What follows belongs to an exercise in optimizing a design on an open flow for small area; a production flow would make more cautious choices.
Function was checked by simulation only, so behaviour that the tests miss may differ from the original.
Power is estimated from default activity; no workload was simulated.

==> flow/design.v <==
`timescale 1ns/1ps
module jtcps1_gfx_mappers(
    input              clk,
    input              rst,
    input      [ 5:0]  game,
    input      [15:0]  bank_offset,
    input      [15:0]  bank_mask,
    input      [ 2:0]  layer,
    input      [ 9:0]  cin,     
    output reg [ 3:0]  offset,
    output reg [ 3:0]  mask,
    output reg         unmapped
);
localparam [2:0] OBJ=3'd0, SCR1=3'd1, SCR2=3'd2, SCR3=3'd3, STARS=3'd4;
reg  [ 3:0]  bank_a, bank_b;
reg          set_used;
wire [15:6] code = cin;
reg last_enable;
wire [3:0] eff_bank = set_used ? bank_b : bank_a;
always @(posedge clk, posedge rst) begin
    if( rst ) begin
        unmapped <= 1'b1;
        offset   <= 4'd0;
        mask     <= 4'd0;
    end else begin
        unmapped <= eff_bank==4'd0;  
        case ( eff_bank )
            4'b0001: { offset, mask } <= { bank_offset[ 3: 0], bank_mask[ 3: 0] };
            4'b0010: { offset, mask } <= { bank_offset[ 7: 4], bank_mask[ 7: 4] };
            4'b0100: { offset, mask } <= { bank_offset[11: 8], bank_mask[11: 8] };
            4'b1000: { offset, mask } <= { bank_offset[15:12], bank_mask[15:12] };
            default: { offset, mask } <= { 4'h0, 4'hf };
        endcase
    end
end
always @(posedge clk, posedge rst) begin
    if( rst ) begin
        bank_a   <= 4'd0;
        bank_b   <= 4'd0;
        set_used <= 1'b0;
    end else begin
        case( game )
            default: begin
                bank_a   <= 4'd1;
                bank_b   <= 4'd0;
                set_used <= 1'b0;
            end
            6'h0: begin  
                bank_a[0] <= (layer==OBJ && code[15:9]<=7'hb) ||
                    (layer==SCR1 && code[15:10]>=7'hc && code[15:10]<=7'hf);
                bank_a[1] <= (layer==SCR2 && code[15:9]>=7'h10 && code[15:9]<=7'h17) ||
                    (layer==SCR3 && code[13:7]>=7'h18 && code[15:14]==2'b00);
                bank_a[2] <= 1'b0;
                bank_a[3] <= 1'b0;
                set_used <= 1'b0;
            end
            6'h1: begin  
                bank_b[0] <= (layer==OBJ && code[15:9]<=7'hb) ||
                    (layer==SCR1 && code[15:10]>=7'hc && code[15:10]<=7'hf) ||
                    (layer==SCR2 && code[15:9]>=7'h10 && code[15:9]<=7'h17) ||
                    (layer==SCR3 && code[13:7]>=7'h18 && code[15:14]==2'b00);
                bank_b[1] <= 1'b0;
                bank_b[2] <= 1'b0;
                bank_b[3] <= 1'b0;
                set_used <= 1'b1;
            end
            6'h2: begin  
                bank_a[0] <= (layer==OBJ && code[15:9]<=7'hb) ||
                    (layer==SCR2 && code[15:9]<=7'hb) ||
                    (layer==SCR3 && code[13:7]>=7'hc && code[13:7]<=7'hf && code[15:14]==2'b00);
                bank_a[1] <= (layer==SCR3 && code[13:7]>=7'h10 && code[13:7]<=7'h13 && code[15:14]==2'b00) ||
                    (layer==SCR1 && code[15:10]>=7'h14 && code[15:10]<=7'h15) ||
                    (layer==OBJ && code[15:9]>=7'h16) ||
                    (layer==SCR2 && code[15:9]>=7'h16);
                bank_a[2] <= 1'b0;
                bank_a[3] <= 1'b0;
                set_used <= 1'b0;
            end
            6'h3: begin  
                bank_b[0] <= (layer==OBJ && code[15:9]<=7'hb) ||
                    (layer==SCR2 && code[15:9]<=7'hb) ||
                    (layer==SCR3 && code[13:7]>=7'hc && code[13:7]<=7'h13 && code[15:14]==2'b00) ||
                    (layer==SCR1 && code[15:10]>=7'h14 && code[15:10]<=7'h15) ||
                    (layer==OBJ && code[15:9]>=7'h16) ||
                    (layer==SCR2 && code[15:9]>=7'h16);
                bank_b[1] <= 1'b0;
                bank_b[2] <= 1'b0;
                bank_b[3] <= 1'b0;
                set_used <= 1'b1;
            end
            6'h4: begin  
                bank_a[0] <= (layer==OBJ) ||
                    (layer==SCR2);
                bank_a[1] <= (layer==OBJ && code[15:9]>=7'h20 && code[15:9]<=7'h3f) ||
                    (layer==SCR1 && code[15:10]>=7'h20 && code[15:10]<=7'h3f) ||
                    (layer==SCR2 && code[15:9]>=7'h20 && code[15:9]<=7'h3f) ||
                    (layer==SCR3 && code[13:7]>=7'h20 && code[13:7]<=7'h3f && code[15:14]==2'b00);
                bank_a[2] <= 1'b0;
                bank_a[3] <= 1'b0;
                set_used <= 1'b0;
            end
            6'h5: begin  
                bank_b[0] <= (layer==SCR1 && code[15:10]<=7'h3) ||
                    (layer==OBJ && code[15:9]>=7'h4);
                bank_b[1] <= (layer==OBJ && code[15:9]>=7'h20 && code[15:9]<=7'h37) ||
                    (layer==SCR2 && code[15:9]>=7'h20 && code[15:9]<=7'h37) ||
                    (layer==SCR3 && code[13:7]>=7'h38 && code[13:7]<=7'h3f && code[15:14]==2'b00);
                bank_b[2] <= 1'b0;
                bank_b[3] <= 1'b0;
                set_used <= 1'b1;
            end
            6'h6: begin  
                bank_a[0] <= (layer==OBJ && code[15:9]<=7'hb) ||
                    (layer==SCR1 && code[15:10]>=7'hc && code[15:10]<=7'hf) ||
                    (layer==SCR2 && code[15:9]>=7'h10 && code[15:9]<=7'h1b) ||
                    (layer==SCR3 && code[13:7]>=7'h1c && code[15:14]==2'b00);
                bank_a[1] <= 1'b0;
                bank_a[2] <= 1'b0;
                bank_a[3] <= 1'b0;
                set_used <= 1'b0;
            end
            6'h7: begin  
                bank_b[1] <= (layer==SCR2 && code[15:9]<=7'h7f) ||
                    (layer==SCR1 && code[15:10]<=7'h7f) ||
                    (layer==SCR3 && code[13:7]<=7'h7f && code[15:14]==2'b00);
                bank_b[0] <= 1'b0;
                bank_b[2] <= 1'b0;
                bank_b[3] <= 1'b0;
                set_used <= 1'b1;
            end
            6'h8: begin  
                bank_a[0] <= (layer==OBJ && code[15:9]<=7'h7) ||
                    (layer==SCR1 && code[15:10]>=7'h8 && code[15:10]<=7'hb) ||
                    (layer==SCR2 && code[15:9]>=7'h10);
                bank_a[1] <= (layer==SCR3 && code[13:7]<=7'h7f && code[15:14]==2'b00) ||
                    (layer==OBJ && code[15:9]>=7'h8 && code[15:9]<=7'hf);
                bank_a[2] <= 1'b0;
                bank_a[3] <= 1'b0;
                set_used <= 1'b0;
            end
            6'h9: begin  
                bank_b[0] <= (layer==OBJ && code[15:9]<=7'h7) ||
                    (layer==SCR1 && code[15:10]>=7'h8 && code[15:10]<=7'hf);
                bank_b[1] <= (layer==SCR2 && code[15:9]>=7'h10);
                bank_b[2] <= (layer==SCR3 && code[13:7]<=7'h7f && code[15:14]==2'b00);
                bank_b[3] <= (layer==OBJ && code[15:9]>=7'h8 && code[15:9]<=7'hf);
                set_used <= 1'b1;
            end
            6'ha: begin  
                bank_a[1] <= (layer==SCR3 && code[13:7]>=7'h20 && code[13:7]<=7'h2f && code[15:14]==2'b00);
                bank_a[2] <= (layer==OBJ && code[15:9]>=7'h8 && code[15:9]<=7'hf);
                bank_a[0] <= (layer==SCR2 && code[15:9]<=7'h7f) ||
                    (layer==SCR1 && code[15:10]<=7'h7f) ||
                    (layer==SCR3 && code[13:7]<=7'h7f && code[15:14]==2'b00) ||
                    (layer==OBJ && code[15:9]<=7'h7);
                bank_a[3] <= 1'b0;
                set_used <= 1'b0;
            end
            6'hb: begin  
                bank_b[0] <= (layer==OBJ);
                bank_b[1] <= (layer==OBJ && code[15:9]>=7'h20 && code[15:9]<=7'h23) ||
                    (layer==SCR2 && code[15:9]>=7'h24 && code[15:9]<=7'h2f) ||
                    (layer==SCR1 && code[15:10]>=7'h30 && code[15:10]<=7'h35) ||
                    (layer==SCR3 && code[13:7]>=7'h36 && code[13:7]<=7'h3f && code[15:14]==2'b00);
                bank_b[2] <= 1'b0;
                bank_b[3] <= 1'b0;
                set_used <= 1'b1;
            end
            6'hc: begin  
                bank_a[0] <= (layer==OBJ);
                bank_a[1] <= (layer==OBJ && code[15:9]>=7'h20 && code[15:9]<=7'h3f);
                bank_a[2] <= (layer==OBJ && code[15:9]>=7'h40 && code[15:9]<=7'h5f) ||
                    (layer==SCR2 && code[15:9]>=7'h10) ||
                    (layer==SCR1 && code[15:10]>=7'h4 && code[15:10]<=7'h7) ||
                    (layer==SCR3 && code[13:7]>=7'h8 && code[13:7]<=7'hf && code[15:14]==2'b00);
                bank_a[3] <= 1'b0;
                set_used <= 1'b0;
            end
            6'hd: begin  
                bank_b[0] <= (layer==OBJ) ||
                    (layer==SCR2);
                bank_b[1] <= (layer==SCR1 && code[15:10]>=7'h20 && code[15:10]<=7'h27) ||
                    (layer==OBJ && code[15:9]>=7'h20 && code[15:9]<=7'h33) ||
                    (layer==SCR2 && code[15:9]>=7'h20 && code[15:9]<=7'h33) ||
                    (layer==SCR3 && code[13:7]>=7'h34 && code[13:7]<=7'h3f && code[15:14]==2'b00);
                bank_b[2] <= 1'b0;
                bank_b[3] <= 1'b0;
                set_used <= 1'b1;
            end
            6'he: begin  
                bank_a[0] <= (layer==OBJ) ||
                    (layer==SCR1 && code[15:10]<=7'h7f);
                bank_a[1] <= (layer==SCR2 && code[15:9]<=7'h7f) ||
                    (layer==SCR3 && code[13:7]<=7'h7f && code[15:14]==2'b00);
                bank_a[2] <= 1'b0;
                bank_a[3] <= 1'b0;
                set_used <= 1'b0;
            end
            6'hf: begin  
                bank_b[0] <= (layer==OBJ) ||
                    (layer==SCR1 && code[15:10]<=7'h7f);
                bank_b[1] <= (layer==SCR2 && code[15:9]<=7'h7f) ||
                    (layer==SCR3 && code[13:7]<=7'h7f && code[15:14]==2'b00);
                bank_b[2] <= 1'b0;
                bank_b[3] <= 1'b0;
                set_used <= 1'b1;
            end
            6'h10: begin  
                bank_a[0] <= (layer==SCR1 && code[15:10]<=7'h3) ||
                    (layer==OBJ && code[15:9]>=7'h4) ||
                    (layer==SCR2 && code[15:9]>=7'h4);
                bank_a[1] <= (layer==OBJ && code[15:9]>=7'h20 && code[15:9]<=7'h3f) ||
                    (layer==SCR2 && code[15:9]>=7'h20 && code[15:9]<=7'h3f);
                bank_a[2] <= (layer==OBJ && code[15:9]>=7'h40 && code[15:9]<=7'h59) ||
                    (layer==SCR2 && code[15:9]>=7'h40 && code[15:9]<=7'h59) ||
                    (layer==SCR3 && code[13:7]>=7'h5a && code[13:7]<=7'h5f && code[15:14]==2'b00);
                bank_a[3] <= 1'b0;
                set_used <= 1'b0;
            end
            6'h11: begin  
                bank_b[0] <= (layer==OBJ && code[15:9]<=7'hf) ||
                    (layer==SCR1 && code[15:10]>=7'h10 && code[15:10]<=7'h13) ||
                    (layer==SCR2 && code[15:9]>=7'h14 && code[15:9]<=7'h1b) ||
                    (layer==SCR3 && code[13:7]>=7'h1c && code[15:14]==2'b00);
                bank_b[1] <= 1'b0;
                bank_b[2] <= 1'b0;
                bank_b[3] <= 1'b0;
                set_used <= 1'b1;
            end
            6'h12: begin  
                bank_a[0] <= (layer==OBJ && code[15:9]<=7'hf) ||
                    (layer==SCR2 && code[15:9]<=7'hf) ||
                    (layer==SCR1 && code[15:10]>=7'h10 && code[15:10]<=7'h11) ||
                    (layer==OBJ && code[15:9]>=7'h12 && code[15:9]<=7'h19) ||
                    (layer==SCR2 && code[15:9]>=7'h12 && code[15:9]<=7'h19) ||
                    (layer==SCR3 && code[13:7]>=7'h1a && code[15:14]==2'b00);
                bank_a[1] <= 1'b0;
                bank_a[2] <= 1'b0;
                bank_a[3] <= 1'b0;
                set_used <= 1'b0;
            end
            6'h13: begin  
                bank_b[0] <= (layer==SCR1 && code[15:10]<=7'h2) ||
                    (layer==SCR2 && code[15:9]>=7'h3 && code[15:9]<=7'he) ||
                    (layer==SCR3 && code[13:7]>=7'hf && code[13:7]<=7'h12 && code[15:14]==2'b00) ||
                    (layer==OBJ && code[15:9]>=7'h13);
                bank_b[1] <= (layer==OBJ && code[15:9]>=7'h20 && code[15:9]<=7'h29) ||
                    (layer==SCR2 && code[15:9]>=7'h2a && code[15:9]<=7'h2d) ||
                    (layer==SCR3 && code[13:7]>=7'h2e && code[13:7]<=7'h2f && code[15:14]==2'b00);
                bank_b[2] <= 1'b0;
                bank_b[3] <= 1'b0;
                set_used <= 1'b1;
            end
            6'h14: begin  
                bank_a[0] <= (layer==OBJ) ||
                    (layer==SCR2);
                bank_a[1] <= (layer==OBJ && code[15:9]>=7'h20 && code[15:9]<=7'h27) ||
                    (layer==SCR2 && code[15:9]>=7'h20 && code[15:9]<=7'h27) ||
                    (layer==SCR1 && code[15:10]>=7'h28 && code[15:10]<=7'h2f) ||
                    (layer==SCR3 && code[13:7]>=7'h30 && code[13:7]<=7'h3f && code[15:14]==2'b00);
                bank_a[2] <= 1'b0;
                bank_a[3] <= 1'b0;
                set_used <= 1'b0;
            end
            6'h15: begin  
                bank_b[0] <= (layer==SCR1 && code[15:10]<=7'h3) ||
                    (layer==OBJ && code[15:9]>=7'h4 && code[15:9]<=7'h17) ||
                    (layer==SCR2 && code[15:9]>=7'h4 && code[15:9]<=7'h17) ||
                    (layer==SCR3 && code[13:7]>=7'h18 && code[15:14]==2'b00);
                bank_b[1] <= 1'b0;
                bank_b[2] <= 1'b0;
                bank_b[3] <= 1'b0;
                set_used <= 1'b1;
            end
            6'h16: begin  
                bank_a[0] <= (layer==OBJ && code[15:9]<=7'hb) ||
                    (layer==SCR1 && code[15:10]>=7'h1c) ||
                    (layer==SCR3 && code[13:7]>=7'hc && code[13:7]<=7'hf && code[15:14]==2'b00) ||
                    (layer==SCR2 && code[15:9]>=7'h10 && code[15:9]<=7'h1b);
                bank_a[1] <= 1'b0;
                bank_a[2] <= 1'b0;
                bank_a[3] <= 1'b0;
                set_used <= 1'b0;
            end
            6'h17: begin  
                bank_b[0] <= (layer==SCR1 && code[15:10]<=7'h3) ||
                    (layer==OBJ && code[15:9]>=7'h4);
                bank_b[1] <= (layer==OBJ && code[15:9]>=7'h20 && code[15:9]<=7'h36) ||
                    (layer==SCR2 && code[15:9]>=7'h20 && code[15:9]<=7'h36) ||
                    (layer==SCR3 && code[13:7]>=7'h37 && code[13:7]<=7'h3f && code[15:14]==2'b00);
                bank_b[2] <= 1'b0;
                bank_b[3] <= 1'b0;
                set_used <= 1'b1;
            end
            6'h18: begin  
                bank_a[0] <= (layer==OBJ && code[15:9]<=7'h1b) ||
                    (layer==SCR2 && code[15:9]<=7'h1b) ||
                    (layer==SCR3 && code[13:7]>=7'h1c && code[13:7]<=7'h1d && code[15:14]==2'b00) ||
                    (layer==SCR1 && code[15:10]>=7'h1e);
                bank_a[1] <= 1'b0;
                bank_a[2] <= 1'b0;
                bank_a[3] <= 1'b0;
                set_used <= 1'b0;
            end
            6'h19: begin  
                bank_b[0] <= (layer==SCR1 && code[15:10]<=7'h1) ||
                    (layer==SCR3 && code[13:7]>=7'h2 && code[13:7]<=7'h7 && code[15:14]==2'b00) ||
                    (layer==OBJ && code[15:9]>=7'h8) ||
                    (layer==SCR2 && code[15:9]>=7'h8);
                bank_b[1] <= 1'b0;
                bank_b[2] <= 1'b0;
                bank_b[3] <= 1'b0;
                set_used <= 1'b1;
            end
            6'h1a: begin  
                bank_a[0] <= (layer==OBJ && code[15:9]<=7'hf) ||
                    (layer==SCR1 && code[15:10]<=7'hf) ||
                    (layer==SCR2 && code[15:9]<=7'hf) ||
                    (layer==SCR3 && code[13:7]<=7'hf && code[15:14]==2'b00);
                bank_a[1] <= 1'b0;
                bank_a[2] <= 1'b0;
                bank_a[3] <= 1'b0;
                set_used <= 1'b0;
            end
            6'h1b: begin  
                bank_b[0] <= (layer==OBJ) ||
                    (layer==SCR2) ||
                    (layer==SCR1) ||
                    (layer==SCR3 && code[15:14]==2'b00);
                bank_b[1] <= (layer==OBJ && code[15:9]>=7'h20 && code[15:9]<=7'h3f) ||
                    (layer==SCR2 && code[15:9]>=7'h20 && code[15:9]<=7'h3f) ||
                    (layer==SCR1 && code[15:10]>=7'h20 && code[15:10]<=7'h3f) ||
                    (layer==SCR3 && code[13:7]>=7'h20 && code[13:7]<=7'h3f && code[15:14]==2'b00);
                bank_b[2] <= (layer==OBJ && code[15:9]>=7'h40 && code[15:9]<=7'h5f) ||
                    (layer==SCR2 && code[15:9]>=7'h40 && code[15:9]<=7'h5f) ||
                    (layer==SCR1 && code[15:10]>=7'h40 && code[15:10]<=7'h5f) ||
                    (layer==SCR3 && code[13:7]>=7'h40 && code[13:7]<=7'h5f && code[15:14]==2'b00);
                bank_b[3] <= (layer==OBJ && code[15:9]>=7'h60 && code[15:9]<=7'h7f) ||
                    (layer==SCR2 && code[15:9]>=7'h60 && code[15:9]<=7'h7f) ||
                    (layer==SCR1 && code[15:10]>=7'h60 && code[15:10]<=7'h7f) ||
                    (layer==SCR3 && code[13:7]>=7'h60 && code[13:7]<=7'h7f && code[15:14]==2'b00);
                set_used <= 1'b1;
            end
            6'h1c: begin  
                bank_a[0] <= (layer==OBJ && code[15:9]<=7'hf);
                bank_a[1] <= (layer==OBJ && code[15:9]>=7'h10 && code[15:9]<=7'h14) ||
                    (layer==SCR1 && code[15:10]>=7'h15 && code[15:10]<=7'h1b) ||
                    (layer==SCR3 && code[13:7]>=7'h1c && code[15:14]==2'b00);
                bank_a[2] <= (layer==SCR3 && code[13:7]<=7'hf && code[15:14]==2'b00) ||
                    (layer==SCR2 && code[15:9]>=7'ha && code[15:9]<=7'hf);
                bank_a[3] <= (layer==SCR2 && code[15:9]>=7'h10) ||
                    (layer==OBJ && code[15:9]>=7'h15);
                set_used <= 1'b0;
            end
            6'h1d: begin  
                bank_b[0] <= (layer==OBJ && code[15:9]<=7'h14) ||
                    (layer==SCR1 && code[15:10]>=7'h15 && code[15:10]<=7'h1b) ||
                    (layer==SCR3 && code[13:7]>=7'h1c && code[15:14]==2'b00);
                bank_b[1] <= (layer==SCR3 && code[13:7]<=7'hf && code[15:14]==2'b00) ||
                    (layer==SCR2 && code[15:9]>=7'ha) ||
                    (layer==OBJ && code[15:9]>=7'h15);
                bank_b[2] <= 1'b0;
                bank_b[3] <= 1'b0;
                set_used <= 1'b1;
            end
            6'h1e: begin  
                bank_a[0] <= (layer==OBJ && code[15:9]<=7'h10) ||
                    (layer==SCR1 && code[15:10]>=7'h11 && code[15:10]<=7'h12) ||
                    (layer==SCR3 && code[13:7]>=7'h13 && code[13:7]<=7'h17 && code[15:14]==2'b00) ||
                    (layer==SCR2 && code[15:9]>=7'h18);
                bank_a[1] <= 1'b0;
                bank_a[2] <= 1'b0;
                bank_a[3] <= 1'b0;
                set_used <= 1'b0;
            end
            6'h1f: begin  
                bank_b[0] <= (layer==OBJ);
                bank_b[1] <= (layer==OBJ && code[15:9]>=7'h20 && code[15:9]<=7'h3f);
                bank_b[2] <= (layer==OBJ && code[15:9]>=7'h40 && code[15:9]<=7'h47) ||
                    (layer==SCR3 && code[13:7]>=7'h8 && code[13:7]<=7'hf && code[15:14]==2'b00) ||
                    (layer==SCR1 && code[15:10]>=7'h10 && code[15:10]<=7'h13) ||
                    (layer==SCR2 && code[15:9]>=7'h14);
                bank_b[3] <= 1'b0;
                set_used <= 1'b1;
            end
            6'h20: begin  
                bank_a[0] <= (layer==OBJ && code[15:9]<=7'h7f) ||
                    (layer==SCR2 && code[15:9]<=7'h7f) ||
                    (layer==SCR1 && code[15:10]<=7'h7f) ||
                    (layer==SCR3 && code[13:7]<=7'h7f && code[15:14]==2'b00);
                bank_a[1] <= 1'b0;
                bank_a[2] <= 1'b0;
                bank_a[3] <= 1'b0;
                set_used <= 1'b0;
            end
            6'h21: begin  
                bank_b[0] <= (layer==OBJ && code[15:9]<=7'hf);
                bank_b[1] <= (layer==OBJ && code[15:9]>=7'h10 && code[15:9]<=7'h13) ||
                    (layer==SCR2 && code[15:9]>=7'h10);
                bank_b[2] <= (layer==SCR3 && code[13:7]<=7'hf && code[15:14]==2'b00);
                bank_b[3] <= (layer==SCR3 && code[13:7]>=7'h10 && code[15:14]==2'b00) ||
                    (layer==SCR1 && code[15:10]>=7'h1c);
                set_used <= 1'b1;
            end
            6'h22: begin  
                bank_a[0] <= (layer==OBJ && code[15:9]<=7'h13) ||
                    (layer==SCR2 && code[15:9]>=7'h10);
                bank_a[1] <= (layer==SCR3 && code[15:14]==2'b00) ||
                    (layer==SCR1 && code[15:10]>=7'h1c);
                bank_a[2] <= 1'b0;
                bank_a[3] <= 1'b0;
                set_used <= 1'b0;
            end
            6'h23: begin  
                bank_b[0] <= (layer==OBJ);
                bank_b[1] <= (layer==OBJ && code[15:9]>=7'h20 && code[15:9]<=7'h3f);
                bank_b[2] <= (layer==OBJ && code[15:9]>=7'h40 && code[15:9]<=7'h47) ||
                    (layer==SCR3 && code[13:7]>=7'h8 && code[13:7]<=7'hf && code[15:14]==2'b00) ||
                    (layer==SCR1 && code[15:10]>=7'h10 && code[15:10]<=7'h13) ||
                    (layer==SCR2 && code[15:9]>=7'h14);
                bank_b[3] <= 1'b0;
                set_used <= 1'b1;
            end
            6'h24: begin  
                bank_a[0] <= (layer==OBJ && code[15:9]<=7'hf);
                bank_a[1] <= (layer==OBJ && code[15:9]>=7'h10 && code[15:9]<=7'h17) ||
                    (layer==SCR1 && code[15:10]>=7'h18);
                bank_a[2] <= (layer==SCR3 && code[13:7]<=7'hf && code[15:14]==2'b00);
                bank_a[3] <= (layer==SCR2 && code[15:9]>=7'h10);
                set_used <= 1'b0;
            end
            6'h25: begin  
                bank_b[0] <= (layer==OBJ) ||
                    (layer==SCR2) ||
                    (layer==SCR1) ||
                    (layer==SCR3 && code[15:14]==2'b00);
                bank_b[1] <= (layer==OBJ && code[15:9]>=7'h20 && code[15:9]<=7'h3f) ||
                    (layer==SCR2 && code[15:9]>=7'h20 && code[15:9]<=7'h3f) ||
                    (layer==SCR1 && code[15:10]>=7'h20 && code[15:10]<=7'h3f) ||
                    (layer==SCR3 && code[13:7]>=7'h20 && code[13:7]<=7'h3f && code[15:14]==2'b00);
                bank_b[2] <= 1'b0;
                bank_b[3] <= 1'b0;
                set_used <= 1'b1;
            end
            6'h26: begin  
                bank_a[0] <= (layer==SCR1 && code[15:10]<=7'h3) ||
                    (layer==SCR3 && code[13:7]>=7'h4 && code[13:7]<=7'hf && code[15:14]==2'b00) ||
                    (layer==OBJ && code[15:9]>=7'h10) ||
                    (layer==SCR2 && code[15:9]>=7'h10);
                bank_a[1] <= (layer==OBJ && code[15:9]>=7'h20 && code[15:9]<=7'h3f) ||
                    (layer==SCR2 && code[15:9]>=7'h20 && code[15:9]<=7'h3f);
                bank_a[2] <= 1'b0;
                bank_a[3] <= 1'b0;
                set_used <= 1'b0;
            end
            6'h27: begin  
                bank_b[0] <= (layer==OBJ && code[15:9]<=7'hf) ||
                    (layer==SCR2 && code[15:9]<=7'hf) ||
                    (layer==SCR1 && code[15:10]<=7'hf) ||
                    (layer==SCR3 && code[13:7]<=7'hf && code[15:14]==2'b00);
                bank_b[1] <= (layer==OBJ && code[15:9]>=7'h10) ||
                    (layer==SCR2 && code[15:9]>=7'h10) ||
                    (layer==SCR1 && code[15:10]>=7'h10) ||
                    (layer==SCR3 && code[13:7]>=7'h10 && code[15:14]==2'b00);
                bank_b[2] <= 1'b0;
                bank_b[3] <= 1'b0;
                set_used <= 1'b1;
            end
            6'h28: begin  
                bank_a[0] <= (layer==OBJ) ||
                    (layer==SCR2) ||
                    (layer==SCR1) ||
                    (layer==SCR3 && code[15:14]==2'b00);
                bank_a[1] <= 1'b0;
                bank_a[2] <= 1'b0;
                bank_a[3] <= 1'b0;
                set_used <= 1'b0;
            end
            6'h29: begin  
                bank_b[0] <= (layer==OBJ && code[15:9]<=7'h13) ||
                    (layer==SCR3 && code[13:7]>=7'h14 && code[13:7]<=7'h1b && code[15:14]==2'b00) ||
                    (layer==SCR1 && code[15:10]>=7'h1c);
                bank_b[1] <= (layer==SCR2 && code[15:9]<=7'hf);
                bank_b[2] <= 1'b0;
                bank_b[3] <= 1'b0;
                set_used <= 1'b1;
            end
            6'h2a: begin  
                bank_a[0] <= (layer==OBJ && code[15:9]<=7'h7) ||
                    (layer==SCR3 && code[13:7]>=7'h8 && code[13:7]<=7'hf && code[15:14]==2'b00) ||
                    (layer==SCR1 && code[15:10]>=7'h10 && code[15:10]<=7'h11) ||
                    (layer==SCR2 && code[15:9]>=7'h12);
                bank_a[1] <= 1'b0;
                bank_a[2] <= 1'b0;
                bank_a[3] <= 1'b0;
                set_used <= 1'b0;
            end
        endcase
    end
end
endmodule
`timescale 1ns/1ps
module jtcps1_tilemap(
    input              rst,
    input              clk,
    input              flip,
    input      [ 8:0]  vrender,  
    input      [ 2:0]  size,     
    input      [15:0]  hpos,
    input      [15:0]  vpos,
    input              start,
    input              stop,
    output reg         done,
    input      [ 5:0]  game,
    input      [15:0]  bank_offset,
    input      [15:0]  bank_mask,
    output reg [ 7:0]  tile_addr,
    input      [15:0]  tile_data,
    output reg [19:0]  rom_addr,     
    output reg         rom_half,     
    input      [31:0]  rom_data,
    output reg         rom_cs,
    input              rom_ok,
    output reg [ 8:0]  buf_addr,
    output reg [10:0]  buf_data,
    output reg         buf_wr
);
reg [10:0] vn;
reg [10:0] hn;
reg [31:0] pxl_data;
reg [ 5:0] st;
reg [15:0] code;
reg  [ 2:0] layer;
reg  [ 3:0] offset, mask;
reg         unmapped;
wire [ 3:0] pre_offset1, pre_mask1;
wire [ 3:0] pre_offset2, pre_mask2;
wire [ 3:0] pre_offset3, pre_mask3;
wire        pre_unmapped1;
wire        pre_unmapped2;
wire        pre_unmapped3;
always @(*) begin
    case(size)
        3'b1:  begin
            layer  = 3'b001;
        end
        3'b10: begin
            layer  = 3'b010;
        end
        3'b100: begin
            layer  = 3'b011;
        end
        default: begin
            layer  = 3'b000;
        end
    endcase
end
reg [9:0] mapper_in;
jtcps1_gfx_mappers u_mapper1(
    .clk        ( clk             ),
    .rst        ( rst             ),
    .game       ( game            ),
    .bank_offset( bank_offset     ),
    .bank_mask  ( bank_mask       ),
    .layer      ( 3'd1            ),
    .cin        ( mapper_in       ),     
    .offset     ( pre_offset1     ),
    .mask       ( pre_mask1       ),
    .unmapped   ( pre_unmapped1   )
);
jtcps1_gfx_mappers u_mapper2(
    .clk        ( clk             ),
    .rst        ( rst             ),
    .game       ( game            ),
    .bank_offset( bank_offset     ),
    .bank_mask  ( bank_mask       ),
    .layer      ( 3'd2            ),
    .cin        ( mapper_in       ),     
    .offset     ( pre_offset2     ),
    .mask       ( pre_mask2       ),
    .unmapped   ( pre_unmapped2   )
);
jtcps1_gfx_mappers u_mapper3(
    .clk        ( clk             ),
    .rst        ( rst             ),
    .game       ( game            ),
    .bank_offset( bank_offset     ),
    .bank_mask  ( bank_mask       ),
    .layer      ( 3'd3            ),
    .cin        ( mapper_in       ),     
    .offset     ( pre_offset3     ),
    .mask       ( pre_mask3       ),
    .unmapped   ( pre_unmapped3   )
);
reg  [1:0] group;
reg        vflip;
reg        hflip;
reg  [4:0] pal;
reg [19:0] rom_pre_addr, rom_masked_addr, rom_offset_addr;
always @(*) begin
    case (size)
        3'b001: rom_pre_addr = { 1'b0, code, vn[2:0] ^ {3{vflip}} };
        3'b010: rom_pre_addr = { code, vn[3:0] ^{4{vflip}} };
        default: rom_pre_addr = { code[13:0], vn[4:0] ^{5{vflip}}, hflip };  
    endcase
    rom_masked_addr = { mask, ~16'h0 } & rom_pre_addr;
    rom_offset_addr = { offset, 16'h0} | rom_masked_addr;
end
function [3:0] colour;
    input [31:0] c;
    input        flip;
    colour = flip ? { c[24], c[16], c[ 8], c[0] } : 
                    { c[31], c[23], c[15], c[7] };
endfunction
wire [10:0] hn0  = size[0] ? 11'h38 : (size[1] ? 11'h30 : 11'h20 );
wire [ 8:0] buf0 = size[0] ?  9'h38 : (size[1] ?  9'h30 :  9'h20 );
always @(posedge clk or posedge rst) begin
    if(rst) begin
        rom_cs          <= 1'b0;
        done            <= 1'b0;
        st              <= 6'd0;
        rom_addr        <= 23'd0;
        rom_half        <= 1'b0;
        code            <= 16'd0;
        buf_addr        <= 9'd0;
        buf_wr          <= 1'b0;
        buf_data        <= 11'd0;
    end else begin
        st <= st+6'd1;
        case( st ) 
            0: begin
                rom_cs   <= 1'b0;
                /*verilator lint_off WIDTH*/
                vn       <= vpos + {7'd0, vrender ^ { 1'b0, {8{flip}}} };
                /*verilator lint_on WIDTH*/
                buf_addr <= buf0+9'h1ff- (
                    size[0] ? {2'b0, hpos[2:0]} : (size[1] ? {1'b0,hpos[3:0]} : hpos[4:0]) );
                buf_wr    <= 1'b0;
                done      <= 1'b0;
                tile_addr <= size[0] ? 8'd0 : (size[1] ? (8'h80+{1'b0,hpos[9:4],1'b0}) : 8'd226 );
                if(!start) begin
                    st   <= 0;
                end
            end
            1: tile_addr[0] <= 1'b1;
            2: begin
                mapper_in    <= tile_data[15:6];
                code         <= tile_data;
            end
            3: begin  
                hflip   <= tile_data[5];
                group   <= tile_data[8:7];
                vflip   <= tile_data[6];
                pal     <= tile_data[4:0];
                st      <= 49;
            end
            50: begin
                offset   <= size==3'd1 ? pre_offset1   : ( size==3'd2 ? pre_offset2   : pre_offset3    );
                mask     <= size==3'd1 ? pre_mask1     : ( size==3'd2 ? pre_mask2     : pre_mask3      );
                unmapped <= size==3'd1 ? pre_unmapped1 : ( size==3'd2 ? pre_unmapped2 : pre_unmapped3  );
                st       <= 4;
            end
            4: begin
                rom_half <= hflip;
                rom_addr <= rom_offset_addr;
                rom_cs   <= 1'b1;
                tile_addr<= tile_addr+8'd1;
            end
            6: if(rom_ok) begin
                pxl_data  <= rom_data;    
                if(!size[0]) rom_half <= ~rom_half;  
            end else st<=6;
            7,8,9,10,    11,12,13,14, 
            16,17,18,19, 20,21,22,23,
            25,26,27,28, 29,30,31,32,
            34,35,36,37, 38,39,40,41: begin
                buf_wr   <= 1'b1;
                buf_addr <= buf_addr+9'd1;
                buf_data <= { group, pal, unmapped ? 4'hf : colour(pxl_data, hflip) };
                pxl_data <= hflip ? pxl_data>>1 : pxl_data<<1;
            end
            15: begin
                buf_wr <= 1'b0;
                if( size[0]  ) begin
                    st <= 6'd1;  
                end else if(rom_ok) begin
                    pxl_data <= rom_data;
                    if(size[2]  ) begin
                        rom_half <= ~rom_half;
                        rom_addr[0] <= ~rom_addr[0];
                    end else rom_cs <= 1'b0;  
                end else st<=st;
            end
            24: begin
                buf_wr <= 1'b0;
                if( size[1]   ) begin
                    st <= 1;  
                end else if(rom_ok) begin
                    pxl_data <= rom_data;
                    rom_half <= ~rom_half;
                end else st<=st;
            end
            33: begin
                if(rom_ok) begin
                    pxl_data <= rom_data;
                    rom_half <= ~rom_half;
                end else st<=st;
            end
            42: begin
                buf_wr <= 1'b0;
                rom_cs <= 1'b0;
                st     <= 6'd1;  
            end
        endcase
        if( stop || buf_addr == 9'd447 ) begin
            buf_addr<= 9'd0;
            buf_wr  <= 1'b0;
            done    <= 1'b1;
            st      <= 6'd0;
        end
    end
end
endmodule
==> flow/run.sh <==
#!/bin/bash
# synth_recipe.tcl (not shown) runs the flow's synth.tcl, then flattens the netlist and writes it again
# the make line also repeats each setting of config.mk as NAME=value (left out here)
make -C /OpenROAD-flow-scripts/flow DESIGN_CONFIG=/design/flow/config.mk WORK_HOME=/design/flow/orfs CLKGATE_MAP_FILE= SYNTH_SCRIPT=/design/flow/synth_recipe.tcl finish
==> flow/config.mk <==
export PLATFORM = sky130hd
export DESIGN_NAME = jtcps1_tilemap
export DESIGN_NICKNAME = jtcps1_tilemap
export VERILOG_FILES = /design/flow/design.v
export SDC_FILE = /design/flow/constraint.sdc
export NUM_CORES = 4
export LEC_CHECK = 0
export CAP_MARGIN = 20
export CORE_MARGIN = 2
export CORE_UTILIZATION = 40
export SLEW_MARGIN = 20
==> flow/constraint.sdc <==
create_clock -name core_clock -period 10.0 [get_ports {clk}]
set_input_delay 2.0000 -clock core_clock [delete_from_list [all_inputs] [get_ports {clk}]]
set_output_delay 2.0000 -clock core_clock [all_outputs]
set_load 0.01 [all_outputs]
==> PnR_summary.wiki <==
{| class="wikitable"
! Metric !! Value
|-
| Run status || no timing/DRC/antenna violations
|-
| Vias in the first global route || 10.19k
|-
| Detailed Routing Iterations Pass 1 || 5
|-
| Cell count after placement || 1715
|-
| Longest individual stage delay on the worst path || 0.83 ns
|-
| Final Non-Filler Cells || 1748
|-
| Post-CTS Setup Inserts || 0
|-
| Number of instances in the synthesized netlist || 1241
|-
| Syn nets || 1389
|-
| Data required, critical path || 10.33 ns
|-
| VDD IR max || 131.2 uV
|-
| H-Tree Depth || 4
|-
| Max Fanout on Critical Path || 40
|-
| Maximum clock insertion buffer count || 2
|-
| Worst Path Class, Setup || in -> reg
|-
| Max-Cap Viols || 0
|-
| TritonCTS clock tree || built
|-
| IO Pins || 188
|-
| Number of input and output port buffers inserted || 166
|-
| Post-CTS clock slew at the launch and capture registers of the worst setup and hold paths || 0.08 ns
|-
| CP Data Arrival Time || 4.72 ns
|-
| P per Cell Area || 177.6 mW/mm^2
|-
| Proportion of layout cells with a drive suffix above 1 || 8.437%
|-
| Portion of synthesized cell area occupied by the leading cell type || 24.32%
|-
| Global-route usage over all layers || 23.55%
|-
| Post-synth EDFFs || 72
|-
| Count of unique library cells instantiated by Yosys || 94
|-
| Critical path capture point || u_mapper2.bank_b[0]
|-
| Die width || 174.5 um
|-
| Launch point of the worst reg-to-reg path || st[1]
|-
| Initial antenna violation count || 1
|-
| Pin count of the biggest net entering global routing || 78
|-
| Post-detailed-routing wire length || 35850 um
|-
| Synth-to-Final Area Change || 21.27%
|-
| Fin nets || 1498
|-
| Floorplan die area || 0.03045 mm^2
|-
| Reg2reg end || pxl_data[2]
|-
| Top flip-flop cell by instance count after synthesis || dfrtp_1
|-
| Synth area leaders || dfrtp_1 24%, edfxtp_1 19%, a22oi_1 4.3%
|-
| Most frequent cell after synthesis || dfrtp_1
|-
| Average detailed-routed wire length per instance || 20.51 um
|-
| Aggregate global routing overflow || 0
|-
| FF-to-FF setup slack || 6.91 ns
|-
| Mapped Avg Cell Area || 9.369 um^2
|-
| Detailed-route vias per instance || 6.096
|-
| Sort of element at the start of the critical path || primary input
|-
| Clock period minus final worst setup slack || 4.389 ns
|-
| CP max-delay cell || nor2b_1
|-
| Clock root cell || clkbuf_16
|-
| Netlist area before placement || 0.01163 mm^2
|-
| Die Ht || 174.5 um
|-
| Static Leakage || 0.005239 uW
|-
| DRC marker count from the first detailed-route iteration || 1328
|-
| Total clock buffers created by CTS || 17
|-
| Total negative setup slack || 0 ns
|-
| Type of element capturing the critical path || flip-flop
|-
| Hold buffer count at cts || 0
|-
| Most frequent cells after synthesis || 113 x dfrtp_1, 110 x nand2_1, 101 x nor2_1
|-
| Number of failing hold endpoints at the final stage || 0
|-
| Antenna Nets Post-Route || 0
|-
| Cells along the critical path || clkdlybuf4s50_1 > buf_4 > nor2b_1 > nand3_1 > a2111oi_0 > a41oi_1 > a41oi_1
|-
| GP Congestion || 1.024
|-
| Core ar. || 0.02863 mm^2
|-
| Portion of the post-synthesis area used by sequential elements || 43.59%
|-
| Slew margin rel. || 33.39%
|-
| Post-cts repair resize count || 0
|-
| Final-report setup violation count || 0
|-
| Row count || 62
|-
| Transition at the pin with the smallest max-transition slack || 0.9916 ns
|-
| Number of slew-limit violations in the final report || 0
|-
| Final routed DRC violation total || 0
|-
| Via count || 10.66k
|-
| HPWL Detailed || 25350 um
|-
| Async set-or-reset flop fraction in the synthesized netlist || 61.70%
|-
| Global-route wire length before repair || 57240 um
|-
| Initial Util || 40.62%
|-
| Fin crit share || 43.89%
|-
| Flip-flop and latch count after synthesis || 188
|-
| Clock insertion delay at the later pin of the skew report || 0.44 ns
|-
| Critical Path Start || game[2]
|-
| Cell taking the most area after synthesis || dfrtp_1
|-
| Critical path's most frequent cell || a41oi_1
|-
| Worst clock skew || 0.01426 ns
|-
| Depth of the worst register-to-register path || 6
|-
| Synth Warn # || 2
|-
| Unrepaired setup endpoints after global routing || no
|-
| Highest clock rate || 227.8 MHz
|-
| Path type of the worst min-delay path || reg -> reg
|-
| Number of clock sinks seen by CTS || 188
|}
[sequential cells by signal (all words and copies together) (netlist names), 6 cells and up]
register   cells
code          16
buf_addr       9
pxl_data      32
buf_data      11
rom_addr      20
tile_addr      8
st             6
mapper_in      9
[where the power goes]
group	switching [uW]	leakage [uW]	total, uW	internal (uW)
logic	386	0.00291	749	363
registers	131	0.00205	1090	960
clock network	330	0.000280	663	333
[metrics by stage]
stage               util [%]  area (um^2)  hold slack [ns]  worst slack [ns]  total power (uW)
CTS                    49.23        14090           0.4858             5.714              2524
finish                 49.26        14100           0.4823             5.611              2504
global placement       47.19        13510           0.4581             5.204              1846
detailed placement     47.19        13510           0.4664             5.230              1857
global route           49.25        14100           0.4961             5.493              2647
floorplan                  -        11630           0.4553             4.540              1514
[cells by family (layout without fill, tap and decap cells)]
family | count (synthesis) | after routing | synth area share [%]
buffers and inverters | 126 | 248 | 4.950
adder cells (fa/ha/maj) | 12 | 12 | 1.356
other | 0 | 1 | 0
flip-flops | 188 | 188 | 43.59
AO/OA/AOI/OAI | 386 | 386 | 22.62
XOR/XNOR | 28 | 28 | 2.109
AND/OR/NAND/NOR | 434 | 434 | 19.34
multiplexers | 67 | 67 | 6.037
[how the worst min path moves through the flow]
| stage | from | endpoint | slack, ns | cells past startpoint |
|---|---|---|---|---|
| after floorplan | group[1] | buf_data[10] | 0.46 | 1 |
| after global placement | group[0] | buf_data[9] | 0.46 | 1 |
| after detailed placement | pal[2] | buf_data[6] | 0.47 | 1 |
| after CTS | pal[4] | buf_data[8] | 0.49 | 1 |
| after global routing | pal[0] | buf_data[4] | 0.50 | 1 |
| final | pal[3] | buf_data[7] | 0.48 | 1 |
[critical path: cells and delay by family]
family | cells | cell delay, ns
and+or+nand+nor | 2 | 0.96
AOI/OAI and AO/OA | 3 | 0.91
buffers and inverters | 2 | 0.83
[layout by cell type, fill, tap and decap left out, types with 7 or more instances in the layout]
cell type	netlist	layout
clkdlybuf4s50_1	0	166
dfrtp_1	113	113
nand2_1	110	110
nor2_1	101	99
a21oi_1	84	84
edfxtp_1	72	72
a22oi_1	67	67
o21ai_0	60	60
nand3_1	51	51
mux2i_1	42	42
inv_1	27	26
mux2_2	25	25
a31oi_1	25	25
buf_4	6	22
nor2b_1	19	19
nor3_1	18	18
nand2b_1	17	17
o22ai_1	17	17
clkbuf_16	0	17
xor2_1	16	16
a211oi_1	15	14
nand3b_1	13	13
or3_1	12	12
xnor2_1	12	12
or2_2	11	11
nor4_1	11	11
ha_1	11	11
nor3b_1	11	10
a21o_1	10	10
or4_1	10	10
nand4_1	8	8
and3_1	8	8
a22o_1	8	8
a41oi_1	8	7
and2_1	7	7
o31ai_1	7	7
o32ai_1	7	7
[routing by layer]
layer,share of wire (%),GRT usage [%]
met5,0,0
met3,8.0,3.937
met4,2.0,6.979
met1,43,32.96
met2,47,37.60
[layout make-up]
class / count / area, um^2
multi-input cells: 927 / 6033
repair buffers: 188 / 1827
clock buffers: 17 / 425.4
clock inverters: 15 / 156.4
fillers: 2636 / 14520
flip-flops and latches: 188 / 5069
inverters: 28 / 107.6
well taps: 384 / 480.5
diodes: 1 / 2.502

==> what the ideal ports hide <==
No port has a modelled driver above. Below, the same layout with a new extraction and two added sets of constraints.
Step 1 assumes that a clkbuf_16 drives the clock port and a buf_2 every other input.
Step 2 also shifts input and output timing later by t, the mid clock arrival at the registers, as if the neighbouring blocks saw the same clock.
Three values: ideal, step 1, step 2; two values: the first two.
t, ns: 0.478
setup slack, ns: 5.611 / 5.636 / 5.157
worst setup path at the end: input to register
worst register clock-pin slew, ns: 0.08 / 0.08
worst data-port slew with drivers (ns): 0.08
After both steps this run still meets setup and hold. The setup slack of this run moves by +0.025 ns with the drivers and by -0.454 ns with both steps.
